This design comes from an exercise in tuning for small area and a short achievable clock period on the open sky130 flow, not from production work. At most, simulation tests tie the RTL to the original design; equivalence was not proved. For runs 5 and 6, only the layout was checked, not whether the RTL still works. In every run shown here, the design's own scripts or RTL, not TritonCTS, make the clock network. No driver is modelled on the clock port, so clock power and skew are understated where the tree is cut down; a real chip needs a root buffer or a tree. Power is estimated from default activity; no workload was simulated.

File: flow/design.v
module fifo(input [8-1:0]  data_in,
            input write_enb,
            input read,
            output [8-1:0] data_out,
            output reg full,
            output reg empty,
            input clock,
            input reset
           );
    localparam W    = 8;
    localparam ROWS = 32 - 1;            
    localparam G2   = (ROWS + 1) / 2;        
    reg  [W-1:0]    head;                    
    reg  [W-1:0]    mem [0:ROWS-1];
    reg  [3:0]      can;                     
    reg  [8:0]      cbn;                     
    wire [3:0] ca = ~can;
    wire [8:0] cb = ~cbn;
    wire one   = ca[1] & cb[0];              
    wire le1   = empty | one;                
    wire near  = ca[3] & cb[7];              
    genvar g;
    integer k;
    wire [3:0] ca_up = {ca[2:0], ca[3]};
    wire [8:0] cb_up = ca[3] ? {cb[7:0], cb[8]} : cb;
    wire [3:0] ca_dn = {ca[0], ca[3:1]};
    wire [8:0] cb_dn = ca[0] ? {cb[0], cb[8:1]} : cb;
    wire [ROWS-1:0] rsel;
    generate
      for (g = 0; g < ROWS; g = g + 1) begin : rs
        assign rsel[g] = ~(can[(g + 2) % 4] | cbn[(g + 2) / 4]);
      end
    endgenerate
    wire empty_n = ~write_enb & (empty | (read & one));
    wire full_n  = ~read & (full | (write_enb & near));
    wire w     = write_enb & ~full;
    wire r     = read & ~empty;
    wire c_up  = reset & w & ~r;
    wire c_dn  = reset & r & ~w;
    wire c_kp  = reset & ~(w ^ r);
    wire [3:0] can_n = ~(({4{c_kp}} & ca) | ({4{c_up}} & ca_up) |
                         ({4{c_dn}} & ca_dn) | ({4{~reset}} & 4'b0001));
    wire [8:0] cbn_n = ~(({9{c_kp}} & cb) | ({9{c_up}} & cb_up) |
                         ({9{c_dn}} & cb_dn) | ({9{~reset}} & 9'b000000001));
    assign data_out = head;
    wire [W-1:0] pair_n [0:G2-1];
    generate
      for (g = 0; g < G2 - 1; g = g + 1) begin : grp
        fifo_aoi2 #(.W(W)) u_aoi (
          .a0(mem[2*g]),   .s0(rsel[2*g]),
          .a1(mem[2*g+1]), .s1(rsel[2*g+1]),
          .y(pair_n[g]));
      end
    endgenerate
    fifo_nand2 #(.W(W)) u_last (.a(mem[ROWS-1]), .b({W{rsel[ROWS-1]}}), .y(pair_n[G2-1]));
    wire [W-1:0] din_n;
    fifo_nand2 #(.W(W)) u_din (.a(data_in), .b({W{le1}}), .y(din_n));
    wire [W-1:0] quad [0:3];
    wire [W-1:0] half_n [0:1];
    wire [W-1:0] head_d;
    generate
      for (g = 0; g < 4; g = g + 1) begin : q4
        fifo_nand4 #(.W(W)) u_q (.a(pair_n[4*g]), .b(pair_n[4*g+1]),
          .c(pair_n[4*g+2]), .d(pair_n[4*g+3]), .y(quad[g]));
      end
      for (g = 0; g < 2; g = g + 1) begin : h2
        fifo_nor2 #(.W(W)) u_h (.a(quad[2*g]), .b(quad[2*g+1]), .y(half_n[g]));
      end
    endgenerate
    fifo_nand3 #(.W(W)) u_or (.a(half_n[0]), .b(half_n[1]), .c(din_n), .y(head_d));
    always @(posedge clock)
      if (read | empty)
        head <= head_d;
    always @(posedge clock)
      if (w)
       begin
        for (k = ROWS - 1; k > 0; k = k - 1)
          mem[k] <= mem[k-1];
        mem[0] <= data_in;
       end
    always @(posedge clock)
     begin
      can <= can_n;
      cbn <= cbn_n;
     end
    always @(posedge clock)
     begin
      if (~reset)
       begin
        empty <= 1'b1;
        full  <= 1'b0;
       end
      else
       begin
        empty <= empty_n;
        full  <= full_n;
       end
     end
endmodule
module fifo_aoi2 #(parameter W = 8)
  (input [W-1:0] a0, input [W-1:0] a1,
   input s0, input s1, output [W-1:0] y);
    assign y = ~((a0 & {W{s0}}) | (a1 & {W{s1}}));
endmodule
module fifo_nand4 #(parameter W = 8)
  (input [W-1:0] a, input [W-1:0] b, input [W-1:0] c, input [W-1:0] d,
   output [W-1:0] y);
    assign y = ~(a & b & c & d);
endmodule
module fifo_nor2 #(parameter W = 8)
  (input [W-1:0] a, input [W-1:0] b, output [W-1:0] y);
    assign y = ~(a | b);
endmodule
module fifo_nand2 #(parameter W = 8)
  (input [W-1:0] a, input [W-1:0] b, output [W-1:0] y);
    assign y = ~(a & b);
endmodule
module fifo_nand3 #(parameter W = 8)
  (input [W-1:0] a, input [W-1:0] b, input [W-1:0] c, output [W-1:0] y);
    assign y = ~(a & b & c);
endmodule
File: flow/flow/run.sh
#!/bin/bash
set -euo pipefail
here=$(pwd)
res=$here/orfs/results/sky130hd/fifo/base
export BUFFER_PORTS_ARGS="-buffer_cell sky130_fd_sc_hd__buf_2"
export MY_CTS_K=18 MY_CTS_LEAF=sky130_fd_sc_hd__clkbuf_8 MY_CTS_ROOT=sky130_fd_sc_hd__clkbuf_8
bash standard.sh synth > synth.log 2>&1
bash standard.sh run RUN_SCRIPT=$here/flow/downsize.tcl RUN_LOG_NAME_STEM=1_4_downsize > downsize.log 2>&1
grep -q "^downsize:" downsize.log
touch $res/1_synth.sdc
bash standard.sh place > place.log 2>&1
bash standard.sh run RUN_SCRIPT=$here/flow/my_cts.tcl RUN_LOG_NAME_STEM=4_1_cts_custom > cts.log 2>&1
test -f $res/4_1_cts.odb
cp $res/4_1_cts.odb $res/4_cts.odb
touch $res/4_cts.sdc
bash standard.sh finish > finish.log 2>&1
File: flow/flow/downsize.tcl
# Sets every combinational cell of the synthesized netlist to drive strength
# 1 (where the library has it); the flow's timing repair sizes up the cells
# on critical paths again. Registers are left as synthesis made them.
source $::env(SCRIPTS_DIR)/load.tcl
load_design 1_synth.odb 1_synth.sdc
set n 0
foreach inst [get_cells *] {
  set cell [get_property $inst ref_name]
  if {![regexp {^(sky130_fd_sc_hd__[a-z0-9]+)_([0-9]+)$} $cell -> base size]} continue
  if {$size == 1} continue
  set lc [get_lib_cells -quiet ${base}_1]
  if {[llength $lc] == 0} continue
  if {[regexp {__(s?e?df|dl|sdl)} $base]} continue
  replace_cell $inst [lindex $lc 0]
  incr n
}
puts "downsize: $n cells set to drive strength 1"
write_db $::env(RESULTS_DIR)/1_synth.odb
File: flow/flow/my_cts.tcl
source $::env(SCRIPTS_DIR)/load.tcl
erase_non_stage_variables cts
load_design 3_place.odb 3_place.sdc

set K        [expr {[info exists ::env(MY_CTS_K)] ? $::env(MY_CTS_K) : 12}]
set LEAF     [expr {[info exists ::env(MY_CTS_LEAF)] ? $::env(MY_CTS_LEAF) : "sky130_fd_sc_hd__clkbuf_16"}]
set R        [expr {[info exists ::env(MY_CTS_R)] ? $::env(MY_CTS_R) : 4}]
set ROOT     [expr {[info exists ::env(MY_CTS_ROOT)] ? $::env(MY_CTS_ROOT) : "sky130_fd_sc_hd__clkbuf_16"}]

set block [ord::get_db_block]

# Output port buffers: move each next to the register that drives it (the
# buffer then drives the wire to the pin), unless MY_CTS_KEEP_OUTBUF is set.
if {![info exists ::env(MY_CTS_KEEP_OUTBUF)]} {
  foreach bt [$block getBTerms] {
    if {[$bt getIoType] ne "OUTPUT"} continue
    set net [$bt getNet]
    set drv ""
    foreach it [$net getITerms] { if {[$it isOutputSignal]} { set drv [$it getInst] } }
    if {$drv eq ""} continue
    set a ""
    foreach it [$drv getITerms] { if {[$it isInputSignal]} { set a $it } }
    if {$a eq "" || [$a getNet] eq "NULL"} continue
    set src ""
    foreach it [[$a getNet] getITerms] { if {[$it isOutputSignal]} { set src [$it getInst] } }
    if {$src eq ""} continue
    set box [$src getBBox]
    $drv setLocation [$box xMax] [$box yMin]
    puts "my_cts: output buffer [$drv getName] moved next to [$src getName]"
  }
}
set clk_net [$block findNet clock]

# register clock pins on the clock net
set sinks {}
foreach it [$clk_net getITerms] {
  set inst [$it getInst]
  set box [$inst getBBox]
  set x [expr {([$box xMin] + [$box xMax]) / 2.0}]
  set y [expr {([$box yMin] + [$box yMax]) / 2.0}]
  lappend sinks [list $it $x $y]
}
set n [llength $sinks]
puts "my_cts: $n sinks, $K clusters"

# k-means, seeded with sinks spread along the sorted-by-x order
set sorted [lsort -real -index 1 $sinks]
set cent {}
for {set k 0} {$k < $K} {incr k} {
  set s [lindex $sorted [expr {int(($k + 0.5) * $n / $K)}]]
  lappend cent [list [lindex $s 1] [lindex $s 2]]
}
set cap [expr {int(ceil(1.15 * $n / $K))}]
for {set iter 0} {$iter < 40} {incr iter} {
  # capacity-limited assignment: sinks in order of best distance
  set cand {}
  set si 0
  foreach s $sinks {
    set k 0
    foreach c $cent {
      set d [expr {abs([lindex $s 1] - [lindex $c 0]) + abs([lindex $s 2] - [lindex $c 1])}]
      lappend cand [list $d $si $k]
      incr k
    }
    incr si
  }
  set cand [lsort -real -index 0 $cand]
  array unset asg
  array unset cnt
  for {set k 0} {$k < $K} {incr k} { set cnt($k) 0 }
  foreach c $cand {
    lassign $c d si k
    if {[info exists asg($si)]} continue
    if {$cnt($k) >= $cap} continue
    set asg($si) $k
    incr cnt($k)
  }
  set newc {}
  for {set k 0} {$k < $K} {incr k} { set sx($k) 0.0; set sy($k) 0.0 }
  for {set si 0} {$si < $n} {incr si} {
    set k $asg($si)
    set s [lindex $sinks $si]
    set sx($k) [expr {$sx($k) + [lindex $s 1]}]
    set sy($k) [expr {$sy($k) + [lindex $s 2]}]
  }
  for {set k 0} {$k < $K} {incr k} {
    if {$cnt($k) > 0} {
      lappend newc [list [expr {$sx($k) / $cnt($k)}] [expr {$sy($k) / $cnt($k)}]]
    } else {
      lappend newc [lindex $cent $k]
    }
  }
  set cent $newc
}

set lib_root [get_lib_cells $ROOT]
set lib_leaf [get_lib_cells $LEAF]
set db [ord::get_db]
set m_root [$db findMaster $ROOT]
set m_leaf [$db findMaster $LEAF]

# group the leaf buffers: k-means on the leaf positions, R groups
set lsorted {}
for {set k 0} {$k < $K} {incr k} { lappend lsorted [list $k {*}[lindex $cent $k]] }
set lsorted [lsort -real -index 1 $lsorted]
set rcent {}
for {set r 0} {$r < $R} {incr r} {
  set s [lindex $lsorted [expr {int(($r + 0.5) * $K / $R)}]]
  lappend rcent [list [lindex $s 1] [lindex $s 2]]
}
set rcap [expr {int(ceil(1.0 * $K / $R))}]
for {set iter 0} {$iter < 30} {incr iter} {
  set cand {}
  for {set k 0} {$k < $K} {incr k} {
    set c [lindex $cent $k]
    set r 0
    foreach rc $rcent {
      lappend cand [list [expr {abs([lindex $c 0] - [lindex $rc 0]) + abs([lindex $c 1] - [lindex $rc 1])}] $k $r]
      incr r
    }
  }
  set cand [lsort -real -index 0 $cand]
  array unset rasg
  array unset rcnt
  for {set r 0} {$r < $R} {incr r} { set rcnt($r) 0; set rsx($r) 0.0; set rsy($r) 0.0 }
  foreach c $cand {
    lassign $c d k r
    if {[info exists rasg($k)]} continue
    if {$rcnt($r) >= $rcap} continue
    set rasg($k) $r
    incr rcnt($r)
  }
  for {set k 0} {$k < $K} {incr k} {
    set r $rasg($k)
    set rsx($r) [expr {$rsx($r) + [lindex [lindex $cent $k] 0]}]
    set rsy($r) [expr {$rsy($r) + [lindex [lindex $cent $k] 1]}]
  }
  set newr {}
  for {set r 0} {$r < $R} {incr r} {
    if {$rcnt($r) > 0} {
      lappend newr [list [expr {$rsx($r) / $rcnt($r)}] [expr {$rsy($r) / $rcnt($r)}]]
    } else {
      lappend newr [lindex $rcent $r]
    }
  }
  set rcent $newr
}

for {set r 0} {$r < $R} {incr r} {
  set rc [lindex $rcent $r]
  set root [odb::dbInst_create $block $m_root clkbuf_root_$r]
  $root setLocation [expr {int([lindex $rc 0])}] [expr {int([lindex $rc 1])}]
  $root setPlacementStatus PLACED
  set rnet [odb::dbNet_create $block clknet_root_$r]
  $rnet setSigType CLOCK
  [$root findITerm A] connect $clk_net
  [$root findITerm X] connect $rnet
  set rootnet($r) $rnet
  puts "my_cts: root $r: $rcnt($r) leaves at $rc"
}

for {set k 0} {$k < $K} {incr k} {
  set c [lindex $cent $k]
  set leaf [odb::dbInst_create $block $m_leaf clkbuf_leaf_$k]
  $leaf setLocation [expr {int([lindex $c 0])}] [expr {int([lindex $c 1])}]
  $leaf setPlacementStatus PLACED
  set net [odb::dbNet_create $block clknet_leaf_$k]
  $net setSigType CLOCK
  [$leaf findITerm A] connect $rootnet($rasg($k))
  [$leaf findITerm X] connect $net
  set leafnet($k) $net
}
for {set si 0} {$si < $n} {incr si} {
  set it [lindex [lindex $sinks $si] 0]
  $it disconnect
  $it connect $leafnet($asg($si))
}
for {set k 0} {$k < $K} {incr k} { puts "my_cts: leaf $k: $cnt($k) sinks at [lindex $cent $k]" }

set_propagated_clock [all_clocks]
estimate_parasitics -placement
report_clock_skew
report_clock_latency

set_placement_padding -global \
  -left $::env(CELL_PAD_IN_SITES_DETAIL_PLACEMENT) \
  -right $::env(CELL_PAD_IN_SITES_DETAIL_PLACEMENT)
detailed_placement
estimate_parasitics -placement

if { !$::env(SKIP_CTS_REPAIR_TIMING) } {
  repair_timing_helper
  detailed_placement
  check_placement -verbose
}
estimate_parasitics -placement
report_clock_skew
report_clock_latency
report_worst_slack

orfs_write_db $::env(RESULTS_DIR)/4_1_cts.odb
orfs_write_sdc $::env(RESULTS_DIR)/4_cts.sdc
File: flow/standard.sh
#!/bin/bash
# synth_recipe.tcl (not shown) runs the flow's synth.tcl, then flattens the netlist and writes it again
# the make line also repeats each setting of config.mk as NAME=value (left out here)
make -C /OpenROAD-flow-scripts/flow DESIGN_CONFIG=/design/flow/config.mk WORK_HOME=/design/flow/orfs CLKGATE_MAP_FILE= SYNTH_SCRIPT=/design/flow/synth_recipe.tcl "${@:-finish}"
File: flow/config.mk
export PLATFORM = sky130hd
export DESIGN_NAME = fifo
export DESIGN_NICKNAME = fifo
export VERILOG_FILES = /design/flow/design.v
export SDC_FILE = /design/flow/constraint.sdc
export NUM_CORES = 4
export LEC_CHECK = 0
export CAP_MARGIN = 20
export CORE_MARGIN = 2
export CORE_UTILIZATION = 60
export SETUP_SLACK_MARGIN = 1.95
export SLEW_MARGIN = 20
export SYNTH_HIERARCHICAL = 1
export TNS_END_PERCENT = 10
File: flow/constraint.sdc
create_clock -name core_clock -period 3.5 [get_ports {clock}]
set_input_delay 0.7000 -clock core_clock [delete_from_list [all_inputs] [get_ports {clock}]]
set_output_delay 0.7000 -clock core_clock [all_outputs]
set_load 0.01 [all_outputs]
==> results.txt, run 1 <==
Slew @ Worst Pin 0.554 ns; total negative slack 0 ns; Die Wd between 100 and 150 µm; hold wc startpoint mem[3][3]; Worst Hold Depth 0; first-pass GRT wire length about 33 mm; vias in the first global route approximately 5500; CP startpoint kind flip-flop; core box area around 0.016 mm²; placed insts between 800 and 900; yosys warns 9; layout cells sized above 1 approximately a quarter; worst rel slew slack 63.0%; max frequency around 0.61 GHz; Site Rows 47; Worst Clk Skew 0.0513 ns; die area 0.0176 mm²; Clock Latency Late Sink between 0.3 and 0.4 ns; pin count of the biggest net entering global routing 100; worst r2r src can[2]; metal2 WL roughly 11 mm; Worst-path clk slew around 0.10 ns; Final Setup Violations 0; Worst R2R End head[2]; DR DRC count 0; PortBufs 21; Post-Syn Area roughly 0.010 mm²; Routed WL per cell about 25 µm; Worst VDD drop 317 µV; Highest Signal Layer met4; Tcrit/Tclk final between 40 and 50%; Syn-to-layout area delta 13.3%; Gate Count Post-Synth approximately 610; Max Slew Vio Count 0; count of final hold-check violations 0; crit-path max FO 8; Post-Layout Cell Count ~870; Initial Util 60.7%; Tot GR Track Use 24.8%; Power Total 5.59 mW; Hold Crit Class flip-flop to flip-flop; M1 wire length 9.74 mm; Leak ~3.7 nW; die extent in y 133 µm; drt total wl approximately 22 mm; crit end category flip-flop; reg-to-reg slack, setup between 1.5 and 2 ns; R2R depth 6; DR pass1 iterations 5; status complete, no violations; Placer Congestion around 0.79; RSZ-0062 raised after global routing yes; Post-DP HPWL between 10 and 15 mm; Post-DRT Antenna Nets 0; # nets final 666; mean post-synth cell area about 16 µm²; PwrDens 495 mW/mm²; max_cap viols 0; Starting DRT DRC Count around 570; Critical Path RT roughly 3.6 ns; total grt overflow 0; vias per cell 6.48; Util after Layout 68.8%; crit path DAT roughly 1.7 ns; Tmin final between 1.5 and 2 ns; Setup Crit Path Kind flip-flop to flip-flop; met3 wire length between 1 and 1.5 mm; I/O Pins 22; Worst Hold End mem[4][3]; initial antenna violation count 0; vias post-DR 5651; ant diodes 0; Synthesized Nets around 630
==> placed cells by master, fill, tap and decap left out, types with 2 or more instances in the layout <==
master    instances
nand2_1          21
a22oi_2          20
o22ai_1           8
o21ai_1           8
clkbuf_8         22
edfxtp_1        256
buf_2            20
mux2i_1           6
inv_1            10
buf_6             9
nor2_2           23
mux2_4            2
dfxtp_2           3
dfxtp_4          10
nand3_1           8
a22oi_1         100
nor2_1           16
a21oi_1          18
nand4_1          32
dfxtp_1           2
buf_12            4
buf_4            17
nor2_4           19
==> registers in the layout, summed over array words and instances (netlist names) <==
signal and cells:
can 4, cbn 9, empty 1, full 1, head 8, mem 248
==> stage by stage <==
step,hold WS [ns],worst slack (ns),area (µm²)
floorplan,0.427,1.53,10000
global placement,0.431,1.28,10300
detailed placement,0.433,1.19,10300
global route,0.440,1.81,11300
finish,0.437,1.86,11300
==> report_power, final <==
part | leakage, nW | switching [mW] | internal [mW]
registers | 2.63 | 0.113 | 3.76
clock network | 0.158 | 0.852 | 0.570
logic | 0.916 | 0.191 | 0.104
total | 3.71 | 1.16 | 4.43
==> metal layers <==
layer / vias up / GRT usage [%]
met5: - / 0
met4: 0 / 4.60
met3: 35 / 2.95
met2: 193 / 40.5
met1: 2901 / 37.2
li1: 2522 / -
==> how the worst max path moves through the flow <==
stage,start,to,slack [ns],cells after the start
after floorplan,write_enb,can[1],1.53,6
after global placement,write_enb,cbn[0],1.28,6
after detailed placement,write_enb,cbn[0],1.19,6
after global routing,can[0],head[0],1.81,7
final,can[2],head[2],1.86,6
==> worst max-delay path, cell delays in order, from the launching register on <==
cell	delay [ns]
dfxtp_4	0.37
buf_12	0.13
nor2_2	0.10
a22oi_1	0.21
nand4_1	0.18
nor2_2	0.25
nand3_1	0.11
==> area by class of cell <==
| class | instances | area, µm² |
|---|---|---|
| Inverter | 11 | 67.6 |
| Tap cell | 220 | 275 |
| Multi-Input combinational cell | 295 | 2150 |
| Fill cell | 1105 | 5120 |
| Timing Repair Buffer | 51 | 424 |
| Timing Repair inverter | 2 | 36.3 |
| Buffer | 22 | 303 |
| Sequential cell | 271 | 8030 |
==> run 2, diff against run 1 <==
--- a/flow/config.mk
+++ b/flow/config.mk
@@ -7,7 +7,8 @@
 export LEC_CHECK = 0
 export CAP_MARGIN = 20
 export CORE_MARGIN = 2
-export CORE_UTILIZATION = 60
+export CORE_UTILIZATION = 50
+export PLACE_DENSITY = 0.8
 export SETUP_SLACK_MARGIN = 1.95
 export SLEW_MARGIN = 20
 export SYNTH_HIERARCHICAL = 1
==> results.txt, run 2 <==
Worst-path clk slew 0.10 ns; most flop-heavy register mem; Top Registers mem x248, cbn x9, head x8; vias in the first global route around 5700; PortBufs 21; Critical Path RT between 3 and 4 ns; drt total wl between 20 and 25 mm; Slew @ Worst Pin approximately 0.7 ns; Net Sw Frac 20.9%; crit end category flip-flop; Tcrit/Tclk final 46.0%; Post-DP HPWL between 10 and 15 mm; vias per cell roughly 6.6; core box area approximately 0.02 mm²; commonest cells after routing, fill and taps aside edfxtp_1, a22oi_1, nand4_1; fill cell count 1434; Setup Crit Path Kind primary input to flip-flop; Slowest cell on crit path mux2i_1; metal2 WL just over 10 mm; layout cells sized above 1 21.3%; Synthesized Nets between 600 and 700; die area between 0.02 and 0.025 mm²; worst rel slew slack between 50% and 60%; status complete, no violations; Clock Latency Late Sink between 0.3 and 0.4 ns; Final Setup Violations 0; Tmin final ~1.6 ns; crit-path max FO 5; Max Slew Vio Count 0; initial antenna violation count 0; Syn-to-layout area delta 12.1%; Gate Count Post-Synth 613; Tot GR Track Use 19.0%; Starting DRT DRC Count 862; total negative slack 0 ns; # nets final roughly 660; die extent in y between 100 and 150 µm; critical-path cell list buf_2, nand2b_4, buf_4, mux2i_1, nand2_1, and3_1; CP startpoint kind primary input; max_cap viols 0; Power Total 5.59 mW; RSZ-0062 raised after global routing yes; Worst Clk Skew 0.0442 ns; mean post-synth cell area 16.2 µm²; max reg flops 248; WP buf/inv 2; Initial Util 51.0%; DR DRC count 0; Highest Signal Layer met4; Site Rows 51; Placer Congestion 0.840; met3 wire length around 2.8 mm; DR pass1 iterations 5; Worst VDD drop 349 µV; Leak approximately 3.6 nW; PwrDens 501 mW/mm²; CP delay by family, top simple AND/OR/NAND/NOR gates; max frequency roughly 0.62 GHz; Hold Crit Class flip-flop to flip-flop; M1 wire length between 8 and 9 mm; I/O Pins 22; Die Wd between 100 and 150 µm; share of total power in the clock network about 26%; Routed WL per cell approximately 24 µm; ant diodes 0; critical path's largest stage delay 0.30 ns; count of final hold-check violations 0; yosys warns 9; Post-DRT Antenna Nets 0; Sw Pwr 1.17 mW; crit path DAT ~1.8 ns; Reg power frac 69.1%; pin count of the biggest net entering global routing between 100 and 150; total grt overflow 0; first-pass GRT wire length between 30 and 40 mm; vias post-DR around 6000; Pint approximately 4.4 mW; commonest non-fill, non-tap cell in the layout edfxtp_1; Post-Syn Area approximately 0.01 mm²; combinational share of power between 5 and 6%
run 2: path summary, 6_finish.rpt:
| path | startpoint | end | slack, ns | depth (start not counted) |
|---|---|---|---|---|
| hold reg to reg | mem[17][6] | mem[18][6] | 0.42 | 0 |
| setup / recovery | write_enb | can[0] | 1.89 | 6 |
| hold / removal | mem[17][6] | mem[18][6] | 0.42 | 0 |
| setup reg to reg | can[3] | cbn[1] | 1.91 | 7 |
run 2: worst reg2reg max path: cells and delay by family, from the launching register on:
family / cells / cell delay, ns
buf+inv: 4 / 0.60
compound gates: 3 / 0.52
flops: 1 / 0.39
run 2: power by group through the flow:
stage / clock [mW] / sequential (mW) / combinational, mW
finish: 1.43 / 3.87 / 0.295
floorplan: 0 / 3.90 / 0.125
global placement: 0 / 3.94 / 0.180
global route: 1.56 / 3.89 / 0.311
detailed placement: 0 / 3.96 / 0.189
run 2: stage by stage:
| stage | instances | util, % | hold slack, ns | setup WS [ns] | cell area (µm²) |
|---|---|---|---|---|---|
| 5_1_grt | 909 | 57.2 | 0.415 | 1.88 | 11200 |
| 6_report | 909 | 57.2 | 0.422 | 1.89 | 11200 |
| 3_3_place_gp | 862 | 52.8 | 0.430 | 1.30 | 10300 |
| 2_1_floorplan | 613 | - | 0.427 | 1.53 | 10000 |
| 3_5_place_dp | 862 | 52.8 | 0.433 | 1.18 | 10300 |
run 2: cell type report:
class                           count  area (µm²)  share of cell area [%]
Timing Repair Buffer               45         350                    3.14
Tap cell                          265         332                    2.97
Buffer                             22         303                    2.71
Inverter                           11        67.6                   0.605
Multi-Input combinational cell    293        2050                    18.4
Sequential cell                   271        8020                    71.8
Timing Repair inverter              2        46.3                   0.415
run 2: per-layer routing:
layer	global-route usage, %	vias to the layer above
met5	0	-
met4	5.59	0
met3	4.40	91
met2	29.3	443
met1	27.5	2975
li1	-	2496
==> run 3, diff against run 2 <==
--- a/flow/design.v
+++ b/flow/design.v
@@ -25,12 +25,15 @@
     wire [8:0] cb_up = ca[3] ? {cb[7:0], cb[8]} : cb;
     wire [3:0] ca_dn = {ca[0], ca[3:1]};
     wire [8:0] cb_dn = ca[0] ? {cb[0], cb[8:1]} : cb;
-    wire [ROWS-1:0] rsel;
+    wire [ROWS-1:0] sa, sb, rsel, rsel2;
     generate
       for (g = 0; g < ROWS; g = g + 1) begin : rs
-        assign rsel[g] = ~(can[(g + 2) % 4] | cbn[(g + 2) / 4]);
+        assign sa[g] = can[(g + 2) % 4];
+        assign sb[g] = cbn[(g + 2) / 4];
       end
     endgenerate
+    fifo_nor2 #(.W(ROWS)) u_rsel  (.a(sa), .b(sb), .y(rsel));
+    fifo_nor2 #(.W(ROWS)) u_rsel2 (.a(sa), .b(sb), .y(rsel2));
     wire empty_n = ~write_enb & (empty | (read & one));
     wire full_n  = ~read & (full | (write_enb & near));
     wire w     = write_enb & ~full;
@@ -43,16 +46,22 @@
     wire [8:0] cbn_n = ~(({9{c_kp}} & cb) | ({9{c_up}} & cb_up) |
                          ({9{c_dn}} & cb_dn) | ({9{~reset}} & 9'b000000001));
     assign data_out = head;
+    localparam H = W / 2;
     wire [W-1:0] pair_n [0:G2-1];
     generate
       for (g = 0; g < G2 - 1; g = g + 1) begin : grp
-        fifo_aoi2 #(.W(W)) u_aoi (
-          .a0(mem[2*g]),   .s0(rsel[2*g]),
-          .a1(mem[2*g+1]), .s1(rsel[2*g+1]),
-          .y(pair_n[g]));
+        fifo_aoi2 #(.W(H)) u_aoi_lo (
+          .a0(mem[2*g][H-1:0]),   .s0(rsel[2*g]),
+          .a1(mem[2*g+1][H-1:0]), .s1(rsel[2*g+1]),
+          .y(pair_n[g][H-1:0]));
+        fifo_aoi2 #(.W(W-H)) u_aoi_hi (
+          .a0(mem[2*g][W-1:H]),   .s0(rsel2[2*g]),
+          .a1(mem[2*g+1][W-1:H]), .s1(rsel2[2*g+1]),
+          .y(pair_n[g][W-1:H]));
       end
     endgenerate
-    fifo_nand2 #(.W(W)) u_last (.a(mem[ROWS-1]), .b({W{rsel[ROWS-1]}}), .y(pair_n[G2-1]));
+    fifo_nand2 #(.W(W)) u_last (.a(mem[ROWS-1]),
+      .b({{(W-H){rsel2[ROWS-1]}}, {H{rsel[ROWS-1]}}}), .y(pair_n[G2-1]));
     wire [W-1:0] din_n;
     fifo_nand2 #(.W(W)) u_din (.a(data_in), .b({W{le1}}), .y(din_n));
     wire [W-1:0] quad [0:3];
--- a/flow/config.mk
+++ b/flow/config.mk
@@ -8,8 +8,7 @@
 export CAP_MARGIN = 20
 export CORE_MARGIN = 2
 export CORE_UTILIZATION = 50
-export PLACE_DENSITY = 0.8
-export SETUP_SLACK_MARGIN = 1.95
+export SETUP_SLACK_MARGIN = 2.05
 export SLEW_MARGIN = 20
 export SYNTH_HIERARCHICAL = 1
 export TNS_END_PERCENT = 10
==> results.txt, run 3 <==
Post-DRT Antenna Nets 0; Initial Util between 50 and 60%; dominant cells by area after synthesis edfxtp_1, a22oi_1, nor2_1, dfxtp_1, nand4_1; mean post-synth cell area about 17 µm²; Clock Latency Late Sink 0.34 ns; Setup Crit Path Kind primary input to flip-flop; RSZ-0062 raised after global routing yes; ant diodes 0; vias post-DR about 5700; yosys stat area approximately 0.01 mm²; Final Setup Violations 0; drt total wl between 20 and 25 mm; Top Registers mem x248, cbn x9, head x8; Leak 3.77 nW; EDFF count, synth 256; commonest non-fill, non-tap cell in the layout edfxtp_1; Post-Syn Area 0.0100 mm²; initial antenna violation count 0; post-synth top area share between 70% and 80%; most flop-heavy register mem; Sw Pwr ~1.2 mW; combinational share of power roughly 5.7%; final instance area around 0.012 mm²; Slew @ Worst Pin 0.484 ns; crit path DAT 1.78 ns; max reg flops between 200 and 250; Reg power frac around 69%; Hold Crit Class flip-flop to flip-flop; Worst Clk Skew roughly 0.035 ns; vias per cell 6.02; total negative slack 0 ns; die extent in y ~150 µm; Routed WL per cell about 22 µm; first-pass GRT wire length between 30 and 40 mm; total grt overflow 0; layout cells sized above 1 between 20% and 30%; worst hold slack ~0.44 ns; Pint 4.46 mW; crit-path max FO 5; Yosys reg bits about 270; Worst-path clk slew approximately 0.1 ns; Util after Layout 59.8%; Syn-to-layout area delta 16.7%; crit end category flip-flop; Die Wd approximately 150 µm; core box area 0.0195 mm²; Synth Flop Type edfxtp_1; Commonest cells post-synth edfxtp_1, a22oi_1, nor2_1, nand4_1, nand2_1; Post-Layout Cell Count around 950; PortBufs 21; Tmin final approximately 1.6 ns; fill cell count 1480; placed insts 892; Placer Congestion ~0.8; status complete, no violations; Net Sw Frac 21.2%; Max Slew Vio Count 0; pin count of the biggest net entering global routing a little under 70; Critical Path RT 3.72 ns; largest area contributor in the netlist edfxtp_1; DR pass1 iterations 6; Netlist cell types 28; Starting DRT DRC Count approximately 630; PwrDens between 400 and 500 mW/mm²; Synthesized Nets roughly 600; vias in the first global route 5829; CP startpoint kind primary input; Gate Count Post-Synth approximately 610; Seq/Total Area, Yosys around four fifths; # nets final roughly 700; die area 0.0212 mm²; most frequent cell after synthesis edfxtp_1; DR DRC count 0; Post-synth ARST share 0%; yosys warns 9; Site Rows a little over 50; count of final hold-check violations 0; share of total power in the clock network 25.7%; placed instance area roughly 0.011 mm²; commonest cells after routing, fill and taps aside edfxtp_1, a22oi_1, nor2_1; Tot GR Track Use roughly a fifth; Tcrit/Tclk final roughly 44%; Post-DP HPWL roughly 13 mm; worst rel slew slack between 60% and 70%; max frequency ~0.64 GHz; max_cap viols 0; I/O Pins 22; Worst VDD drop about 330 µV
run 3: power groups by stage:
stage / registers [mW] / clock network [mW] / logic, mW
final: 3.88 / 1.45 / 0.323
after global routing: 3.90 / 1.60 / 0.345
after detailed placement: 3.96 / 0 / 0.206
after global placement: 3.96 / 0 / 0.200
after floorplan: 3.92 / 0 / 0.125
run 3: cells by family after synthesis:
group | Yosys count | share of synthesized area (%)
buffers and inverters | 8 | 0.572
XOR/XNOR | 1 | 0.273
AND/OR/NAND/NOR | 159 | 7.11
AO/OA/AOI/OAI | 144 | 10.3
multiplexers | 22 | 2.39
flip-flops | 271 | 79.3
run 3: worst max-delay path, stage by stage:
cell      delay, ns
buf_2          0.13
nand2b_4       0.18
buf_4          0.20
mux2i_1        0.28
nand2_1        0.10
and3_1         0.19
run 3: final timing paths:
path                   from        end  slack (ns)  depth (start not counted)
hold / removal    mem[7][2]  mem[8][2]        0.44                          0
setup / recovery  write_enb     can[0]        1.94                          6
hold reg to reg   mem[7][2]  mem[8][2]        0.44                          0
setup reg to reg     can[0]    head[6]        1.95                          7
run 3: metal layers:
| metal | GRT usage (%) | share of wire [%] |
|---|---|---|
| met1 | 26.8 | 43 |
| met2 | 33.3 | 51 |
| met4 | 3.68 | 2.1 |
| met5 | 0 | 0 |
| met3 | 2.23 | 4.3 |
run 3: area by class of cell:
| class | count | area (µm²) | share of cell area (%) |
|---|---|---|---|
| buffer | 22 | 303 | 2.59 |
| inverter | 4 | 41.3 | 0.353 |
| multi-input combinational | 326 | 2320 | 19.9 |
| sequential | 271 | 8040 | 68.8 |
| tap | 265 | 332 | 2.84 |
| timing repair buffer | 62 | 622 | 5.32 |
| timing repair inverter | 2 | 32.5 | 0.278 |
run 3: per-stage QoR:
stage               power [mW]  setup WS, ns
floorplan                 4.04          1.53
global placement          4.16          1.15
detailed placement        4.17          1.07
global route              5.85          1.90
finish                    5.65          1.94
==> run 4, diff against run 3 <==
--- a/flow/config.mk
+++ b/flow/config.mk
@@ -8,7 +8,7 @@
 export CAP_MARGIN = 20
 export CORE_MARGIN = 2
 export CORE_UTILIZATION = 50
-export SETUP_SLACK_MARGIN = 2.05
+export SETUP_SLACK_MARGIN = 1.95
 export SLEW_MARGIN = 20
 export SYNTH_HIERARCHICAL = 1
 export TNS_END_PERCENT = 10
==> results.txt, run 4 <==
DR pass1 iterations 5; mean post-synth cell area 16.5 µm²; total grt overflow 0; Die Wd 146 µm; CP startpoint kind flip-flop; drt total wl around 21 mm; layout cells sized above 1 about 18%; DR DRC count 0; Starting DRT DRC Count 598; Post-DRT Antenna Nets 0; Worst-path clk slew approximately 0.10 ns; Post-Syn Area between 0.01 and 0.015 mm²; Site Rows about 50; R2R depth 6; area of the multi-input gates 0.00212 mm²; Critical Path RT 2.80 ns; vias per cell 6.08; Tmin final between 1.5 and 2 ns; vias post-DR 5705; Setup Crit Path Kind flip-flop to output pin; EDFF count, synth approximately 260; yosys stat area a little over 0.01 mm²; first-pass GRT wire length between 30 and 40 mm; Netlist cell types 28; Clock Latency Late Sink roughly 0.34 ns; fill cell count approximately 1500; Post-synth ARST share 0%; # nets final 687; core box area approximately 0.02 mm²; critical path's largest stage delay around 0.37 ns; PwrDens between 400 and 500 mW/mm²; worst hold slack roughly 0.44 ns; Tot GR Track Use 18.7%; crit path DAT 0.86 ns; I/O Pins 22; Max Slew Vio Count 0; CP delay by family, top flip-flops; max frequency between 0.6 and 0.7 GHz; most flop-heavy register mem; status complete, no violations; worst rel slew slack 68.2%; most frequent cell after synthesis edfxtp_1; Yosys reg bits around 270; largest area contributor in the netlist edfxtp_1; crit end category output pin; max_cap viols 0; critical path depth 1; Worst Hold Depth 0; vias in the first global route between 5000 and 6000; ant diodes 0; Worst Clk Skew approximately 0.037 ns; Initial Util about half; Syn-to-layout area delta 12.8%; commonest non-fill, non-tap cell in the layout edfxtp_1; Tcrit/Tclk final 44.6%; Slowest cell on crit path edfxtp_1; Top Registers mem x248, cbn x9, head x8; Post-DP HPWL 12.7 mm; Slew @ Worst Pin about 0.48 ns; crit-path max FO 1; Synth Flop Type edfxtp_1; PortBufs 21; Final Setup Violations 0; RSZ-0062 raised after global routing yes; max reg flops about 250; FF/Latch Area 0.00803 mm²; critical-path cell list buf_2; die area roughly 0.021 mm²; Hold Crit Class flip-flop to flip-flop; pin count of the biggest net entering global routing just under 70; Placer Congestion about 0.8; yosys warns 9; dominant cells by area after synthesis edfxtp_1, a22oi_1, nor2_1, dfxtp_1, nand4_1; total negative slack 0 ns; commonest cells after routing, fill and taps aside edfxtp_1, a22oi_1, nor2_1; Routed WL per cell ~22 µm; initial antenna violation count 0; Worst VDD drop between 300 and 400 µV; Seq/Total Area, Yosys between 70% and 80%; Leak 3.66 nW; WP buf/inv 1; Gate Count Post-Synth 605; die extent in y between 100 and 150 µm; count of final hold-check violations 0; post-synth top area share approximately three quarters; Commonest cells post-synth edfxtp_1, a22oi_1, nor2_1, nand4_1, nand2_1; Synthesized Nets just over 600
## run 4: path summary, 6_finish.rpt
kind / start / slack [ns] / end
worst min register to register: mem[7][2] / 0.44 / mem[8][2]
worst min-delay path: mem[7][2] / 0.44 / mem[8][2]
worst max-delay path: head[5] / 1.94 / data_out[5]
worst max register to register: can[3] / 1.95 / head[3]
## run 4: per-stage QoR
step                      instance area, µm²  power, mW  setup slack (ns)  cells  utilization [%]
after floorplan                        10100       4.04              1.53    605                -
after global placement                 10500       4.16              1.15    892             53.8
after detailed placement               10500       4.17              1.07    892             53.8
after global routing                   11300       5.81              1.90    938             57.8
final                                  11300       5.62              1.94    938             57.8
## run 4: worst reg2reg max path: stages, from the launching register on
cell and delay, ns:
dfxtp_4 0.43, buf_12 0.13, nor2_1 0.10, a22oi_1 0.26, nand4_1 0.17, nor2_1 0.12, nand3_1 0.08
## run 4: metal layers
| metal | vias up | GRT usage (%) | part of all wire (%) |
|---|---|---|---|
| met2 | 144 | 31.4 | 50 |
| met1 | 2944 | 27.1 | 43 |
| met3 | 31 | 2.13 | 4.4 |
| li1 | 2586 | - | - |
| met4 | 0 | 3.48 | 1.9 |
| met5 | - | 0 | 0 |
## run 4: report_power, final
part | internal (mW) | leakage [nW] | total [mW] | switching, mW
Clock | 0.571 | 0.158 | 1.45 | 0.881
Sequential | 3.76 | 2.63 | 3.87 | 0.113
Combinational | 0.110 | 0.865 | 0.292 | 0.182
## run 4: final cells by class
cell class                 count  share of cell area [%]
timing repair buffer          48                    3.85
inverter                       4                   0.366
buffer                        22                    2.68
multi-input combinational    326                    18.8
tap                          265                    2.94
sequential                   271                    71.1
timing repair inverter         2                   0.288
## run 4: cell families (layout without fill, tap and decap cells)
kind of cell / count (synthesis) / after routing / synth area share, %
multiplexers: 22 / 22 / 2.39
AO/OA/AOI/OAI: 144 / 144 / 10.3
flip-flops: 271 / 271 / 79.3
AND/OR/NAND/NOR: 159 / 159 / 7.11
buffers and inverters: 8 / 76 / 0.572
XOR/XNOR: 1 / 1 / 0.273
==> run 5, diff against run 4 <==
--- a/flow/design.v
+++ b/flow/design.v
@@ -14,6 +14,7 @@
     reg  [W-1:0]    mem [0:ROWS-1];
     reg  [3:0]      can;                     
     reg  [8:0]      cbn;                     
+    reg             c3, c0;                  
     wire [3:0] ca = ~can;
     wire [8:0] cb = ~cbn;
     wire one   = ca[1] & cb[0];              
@@ -22,9 +23,9 @@
     genvar g;
     integer k;
     wire [3:0] ca_up = {ca[2:0], ca[3]};
-    wire [8:0] cb_up = ca[3] ? {cb[7:0], cb[8]} : cb;
+    wire [8:0] cb_up = c3 ? {cb[7:0], cb[8]} : cb;
     wire [3:0] ca_dn = {ca[0], ca[3:1]};
-    wire [8:0] cb_dn = ca[0] ? {cb[0], cb[8:1]} : cb;
+    wire [8:0] cb_dn = c0 ? {cb[0], cb[8:1]} : cb;
     wire [ROWS-1:0] sa, sb, rsel, rsel2;
     generate
       for (g = 0; g < ROWS; g = g + 1) begin : rs
@@ -91,6 +92,8 @@
      begin
       can <= can_n;
       cbn <= cbn_n;
+      c3  <= ~can_n[3];
+      c0  <= ~can_n[0];
      end
     always @(posedge clock)
      begin
==> results.txt, run 5 <==
Worst VDD drop around 310 µV; # nets final between 600 and 700; ant diodes 0; max_cap viols 0; Tmin final around 1.6 ns; max reg flops ~250; hold wc startpoint mem[20][3]; most flop-heavy register mem; Compound-Gate Fraction of Synth Area around a tenth; Yosys reg bits between 200 and 300; total negative slack 0 ns; vias in the first global route 5392; die extent in y around 150 µm; Slew @ Worst Pin ~0.56 ns; Critical Path Start write_enb; mux share of post-synthesis cell area between 2 and 3%; EDFF count, synth 256; CP startpoint kind primary input; most frequent cell after synthesis edfxtp_1; Simple-Gate Fraction of Synth Area under 10%; DR pass1 iterations 5; Starting DRT DRC Count 481; first-pass GRT wire length 30.4 mm; Post-Syn Area about 0.010 mm²; crit path DAT ~1.6 ns; Syn-to-layout area delta 11.8%; vias per cell 5.94; Max Slew Vio Count 0; Power Total ~5.6 mW; largest area contributor in the netlist edfxtp_1; worst rel slew slack between 60% and 70%; worst r2r src can[2]; Site Rows just over 50; yosys stat area just over 0.01 mm²; critical path's largest stage delay about 0.35 ns; critical-path cell list buf_2, nand2b_4, clkinvlp_4, buf_4, bufbuf_16; Critical Path RT approximately 3.5 ns; Synth Flop Type edfxtp_1; Synthesized Nets a little over 600; placed instance area 0.0106 mm²; Placer Congestion 0.840; commonest cells after routing, fill and taps aside edfxtp_1, a22oi_1, nor2_1; commonest non-fill, non-tap cell in the layout edfxtp_1; Post-DRT Antenna Nets 0; Worst Clk Skew about 0.038 ns; Gate Count Post-Synth between 600 and 700; Tot GR Track Use approximately 18%; max frequency 0.628 GHz; DR DRC count 0; core box area approximately 0.02 mm²; dominant cells by area after synthesis edfxtp_1, a22oi_1, dfxtp_1, nor2_1, nand4_1; drt total wl 19.3 mm; crit-path max FO 31; Hold Crit Class flip-flop to flip-flop; count of final hold-check violations 0; xor and xnor area share after synthesis less than 1%; Initial Util between 50% and 60%; vias post-DR 5516; mean post-synth cell area ~17 µm²; yosys warns 9; initial antenna violation count 0; final instance area between 0.01 and 0.015 mm²; Post-DP HPWL around 12 mm; Leak 3.62 nW; Tcrit/Tclk final a little under half; Post-synth ARST share 0%; largest family of logic cells by synthesized area compound AO/OA/AOI/OAI gates; status complete, no violations; I/O Pins 22; PortBufs 21; layout cells sized above 1 roughly 14%; fill cell count about 1500; post-synth top area share ~76%; adder-cell share of the synthesized area 0%; die area roughly 0.021 mm²; Top Registers mem x248, cbn x9, head x8; Routed WL per cell 20.8 µm; Die Wd roughly 150 µm; RSZ-0062 raised after global routing yes; Post-Layout Cell Count 928; Final Setup Violations 0; Setup Crit Path Kind primary input to flip-flop; Seq/Total Area, Yosys 79.3%; Commonest cells post-synth edfxtp_1, a22oi_1, nor2_1, nand4_1, nand2_1; Slowest cell on crit path bufbuf_16; pin count of the biggest net entering global routing 63; crit end category flip-flop; total grt overflow 0; Worst-path clk slew around 0.10 ns; placed insts just under 900; Netlist cell types 30; PwrDens ~500 mW/mm²; Clock Latency Late Sink 0.33 ns
==> run 5: power by group <==
group	switching (mW)	internal, mW
Sequential	0.108	3.78
Clock	0.880	0.571
Combinational	0.173	0.104
==> run 5: final timing paths <==
check             slack [ns]  cells past startpoint          to
setup / recovery        1.91                      5  mem[12][6]
hold / removal          0.44                      0  mem[21][3]
setup reg to reg        1.94                      6     head[3]
hold reg to reg         0.44                      0  mem[21][3]
==> run 5: layout make-up <==
type,instances,area (µm²),area share [%]
buffer,22,303,2.69
inverter,3,15.0,0.133
multi-input combinational,326,2100,18.7
sequential,273,8070,71.7
tap,265,332,2.95
timing repair buffer,39,437,3.88
==> run 5: kinds of logic (layout without fill, tap and decap cells) <==
group                     after synthesis  after routing
DFF                                   273            273
xor gates and xnor gates                1              1
muxes                                  25             25
and+or+nand+nor                       157            157
buffers and inverters                   7             64
AOI/OAI and AO/OA                     143            143
==> run 5: per-stage QoR <==
stage | hold slack (ns) | setup slack, ns | util, %
after floorplan | 0.427 | -1.93 | -
after global routing | 0.459 | 1.86 | 57.4
after global placement | 0.430 | 1.30 | 53.9
after detailed placement | 0.434 | 1.25 | 53.9
final | 0.443 | 1.91 | 57.4
==> run 5: worst max-delay path: cells and delay by family <==
kind | cells | cell delay [ns]
buffers and inverters | 4 | 0.81
AND/OR/NAND/NOR | 1 | 0.10
==> run 5: layer usage <==
| layer | global-route usage [%] | wire length, µm |
|---|---|---|
| met4 | 3.68 | 420 |
| met1 | 27.7 | 9140 |
| met3 | 2.38 | 997 |
| met5 | 0 | 0 |
| met2 | 27.1 | 8790 |
==> run 6, diff against run 5 <==
--- a/flow/design.v
+++ b/flow/design.v
@@ -14,7 +14,7 @@
     reg  [W-1:0]    mem [0:ROWS-1];
     reg  [3:0]      can;                     
     reg  [8:0]      cbn;                     
-    reg             c3, c0;                  
+    reg  [3:0]      cap;                     
     wire [3:0] ca = ~can;
     wire [8:0] cb = ~cbn;
     wire one   = ca[1] & cb[0];              
@@ -23,18 +23,19 @@
     genvar g;
     integer k;
     wire [3:0] ca_up = {ca[2:0], ca[3]};
-    wire [8:0] cb_up = c3 ? {cb[7:0], cb[8]} : cb;
+    wire [8:0] cb_up = ca[3] ? {cb[7:0], cb[8]} : cb;
     wire [3:0] ca_dn = {ca[0], ca[3:1]};
-    wire [8:0] cb_dn = c0 ? {cb[0], cb[8:1]} : cb;
-    wire [ROWS-1:0] sa, sb, rsel, rsel2;
+    wire [8:0] cb_dn = ca[0] ? {cb[0], cb[8:1]} : cb;
+    wire [ROWS-1:0] sa, sp, sb, rsel, rsel2;
     generate
       for (g = 0; g < ROWS; g = g + 1) begin : rs
         assign sa[g] = can[(g + 2) % 4];
+        assign sp[g] = cap[(g + 2) % 4];
         assign sb[g] = cbn[(g + 2) / 4];
       end
     endgenerate
     fifo_nor2 #(.W(ROWS)) u_rsel  (.a(sa), .b(sb), .y(rsel));
-    fifo_nor2 #(.W(ROWS)) u_rsel2 (.a(sa), .b(sb), .y(rsel2));
+    fifo_andn #(.W(ROWS)) u_rsel2 (.a(sp), .b(sb), .y(rsel2));
     wire empty_n = ~write_enb & (empty | (read & one));
     wire full_n  = ~read & (full | (write_enb & near));
     wire w     = write_enb & ~full;
@@ -91,9 +92,8 @@
     always @(posedge clock)
      begin
       can <= can_n;
+      cap <= ~can_n;
       cbn <= cbn_n;
-      c3  <= ~can_n[3];
-      c0  <= ~can_n[0];
      end
     always @(posedge clock)
      begin
@@ -131,3 +131,7 @@
   (input [W-1:0] a, input [W-1:0] b, input [W-1:0] c, output [W-1:0] y);
     assign y = ~(a & b & c);
 endmodule
+module fifo_andn #(parameter W = 8)
+  (input [W-1:0] a, input [W-1:0] b, output [W-1:0] y);
+    assign y = a & ~b;
+endmodule
==> results.txt, run 6 <==
Worst Clk Skew around 0.034 ns; max reg flops approximately 250; placed insts approximately 910; most flop-heavy register mem; Tmin final approximately 1.6 ns; vias post-DR 5657; total negative slack 0 ns; initial antenna violation count 0; Post-Syn Area between 0.01 and 0.015 mm²; mean post-synth cell area 16.6 µm²; Initial Util 50.7%; DR DRC count 0; RSZ-0062 raised after global routing yes; first-pass GRT wire length 30.8 mm; vias per cell around 6; pin count of the biggest net entering global routing 100; PwrDens just under 500 mW/mm²; Final Setup Violations 0; # nets final a little under 700; PortBufs 21; combinational share of power between 4 and 5%; share of total power in the clock network roughly 26%; DR pass1 iterations 4; Reg power frac 69.6%; CP startpoint kind primary input; Routed WL per cell 20.9 µm; Starting DRT DRC Count between 400 and 500; Slowest cell on crit path mux2i_1; Gate Count Post-Synth 613; Post-DP HPWL 13.0 mm; Slew @ Worst Pin a little under 0.7 ns; vias in the first global route about 5600; count of final hold-check violations 0; yosys warns 9; crit-path most repeated cell mux2i_1; Site Rows between 50 and 60; Sw Pwr ~1.2 mW; drt total wl 19.8 mm; Pint approximately 4.5 mW; Worst-path clk slew roughly 0.10 ns; worst rel slew slack 53.8%; post-place setup slack 1.42 ns; Die Wd approximately 150 µm; final instance area 0.0114 mm²; Max Slew Vio Count 0; layout cells sized above 1 16.0%; Post-Layout Cell Count between 900 and 1000; crit-path max FO 6; Syn-to-layout area delta 11.5%; placed instance area ~0.011 mm²; WP buf/inv 2; Worst VDD drop ~360 µV; Tcrit/Tclk final 45.2%; worst hold slack ~0.45 ns; max frequency around 0.63 GHz; CP delay by family, top multiplexers; Setup Crit Path Kind primary input to flip-flop; Hold Crit Class flip-flop to flip-flop; reg-to-reg slack, setup 1.94 ns; Synthesized Nets 625; Post-DRT Antenna Nets 0; commonest cells after routing, fill and taps aside edfxtp_1, a22oi_1, nor2_1; crit end category flip-flop; critical path's largest stage delay 0.29 ns; Power Total ~5.6 mW; crit path DAT between 1.5 and 2 ns; Util after Layout 56.5%; die area roughly 0.022 mm²; Placer Congestion ~0.8; Net Sw Frac 20.7%; Final WS setup ~1.9 ns; total grt overflow 0; ant diodes 0; core box area about 0.020 mm²; die extent in y around 150 µm; Top Registers mem x248, cbn x9, head x8; I/O Pins 22; Clock Latency Late Sink 0.33 ns; Tot GR Track Use about 18%; status complete, no violations; commonest non-fill, non-tap cell in the layout edfxtp_1; Leak between 3 and 4 nW; max_cap viols 0; critical-path cell list buf_2, nand2b_4, clkinvlp_4, mux2i_1, mux2i_1, nand2b_1; Critical Path RT between 3 and 4 ns
==> run 6: cell types whose count changed in the layout (fill, tap and decap cells not counted), moves of 2 or more <==
cell      change
dfxtp_4       +5
a21oi_1       +2
buf_12        -2
mux2_1        -5
nor2_2        +2
nor2b_1      +27
buf_4        +11
dfxtp_1       -3
buf_16        -2
nand2b_1      +2
buf_6         -3
mux2i_1       +2
nor2b_4       +3
nor2_1       -29
==> run 6: worst paths after layout <==
kind                                  end  cells after the start       from
worst max-delay path               can[2]                      6  write_enb
worst min-delay path            mem[4][4]                      0  mem[3][4]
worst min register to register  mem[4][4]                      0  mem[3][4]
worst max register to register    head[2]                      6     cbn[7]
==> run 6: final cells by class <==
type / instances / area, µm²
buffer: 22 / 303
timing repair buffer: 44 / 380
fill: 1600 / 8750
multi-input combinational: 330 / 2190
tap: 270 / 338
inverter: 4 / 18.8
timing repair inverter: 1 / 5.00
sequential: 275 / 8120
==> run 6: metal layers <==
metal / track usage (%) / part of all wire (%)
met1: 26.3 / 45
met2: 28.8 / 48
met3: 1.89 / 4.6
met4: 3.79 / 2.1
met5: 0 / 0
==> run 6: power by group through the flow <==
stage	combinational, mW	sequential, mW	clock, mW
global route	0.279	3.95	1.61
global placement	0.222	4.00	0
finish	0.259	3.93	1.45
detailed placement	0.228	4.00	0
floorplan	0.132	3.98	0
==> run 6: worst reg2reg max path: stages, from the launching register on <==
cell	delay, ns
dfxtp_4	0.39
buf_4	0.13
nor2_1	0.09
a22oi_1	0.21
nand4_1	0.18
nor2_2	0.19
nand3_1	0.14

[separate check: timing with driven ports]
The flow's constraints put no driver on any port. The routed layouts listed below were extracted and timed again, unchanged, in two steps. Step 1 (the two cells are an assumption about what drives the block):
set clk [get_ports {clock}]
set_driving_cell -lib_cell sky130_fd_sc_hd__clkbuf_16 $clk
set_driving_cell -lib_cell sky130_fd_sc_hd__buf_2 [delete_from_list [all_inputs] $clk]
Step 2, shift: input delay + t, output delay - t, t = (earliest + latest rising clock arrival at the registers) / 2. This alone moves slack from input paths to output paths. Three values: no drivers, after step 1, after step 2; two values: the first two.
| run | shift t [ns] | setup WS [ns] | worst data-port slew with drivers (ns) |
|---|---|---|---|
| run 1 | 0.397 | 1.859 / 1.831 / 1.610 | 0.03 |
| run 2 | 0.384 | 1.891 / 1.852 / 1.562 | 0.03 |
| run 3 | 0.401 | 1.943 / 1.870 / 1.601 | 0.04 |
| run 4 | 0.402 | 1.940 / 1.861 / 1.618 | 0.04 |
| run 5 | 0.390 | 1.907 / 1.869 / 1.569 | 0.07 |
| run 6 | 0.388 | 1.918 / 1.862 / 1.565 | 0.05 |
After both steps every run listed still meets setup and hold. For run 6, which loses most, drivers alone change the setup slack by -0.056 ns; drivers and shift together by -0.353 ns.
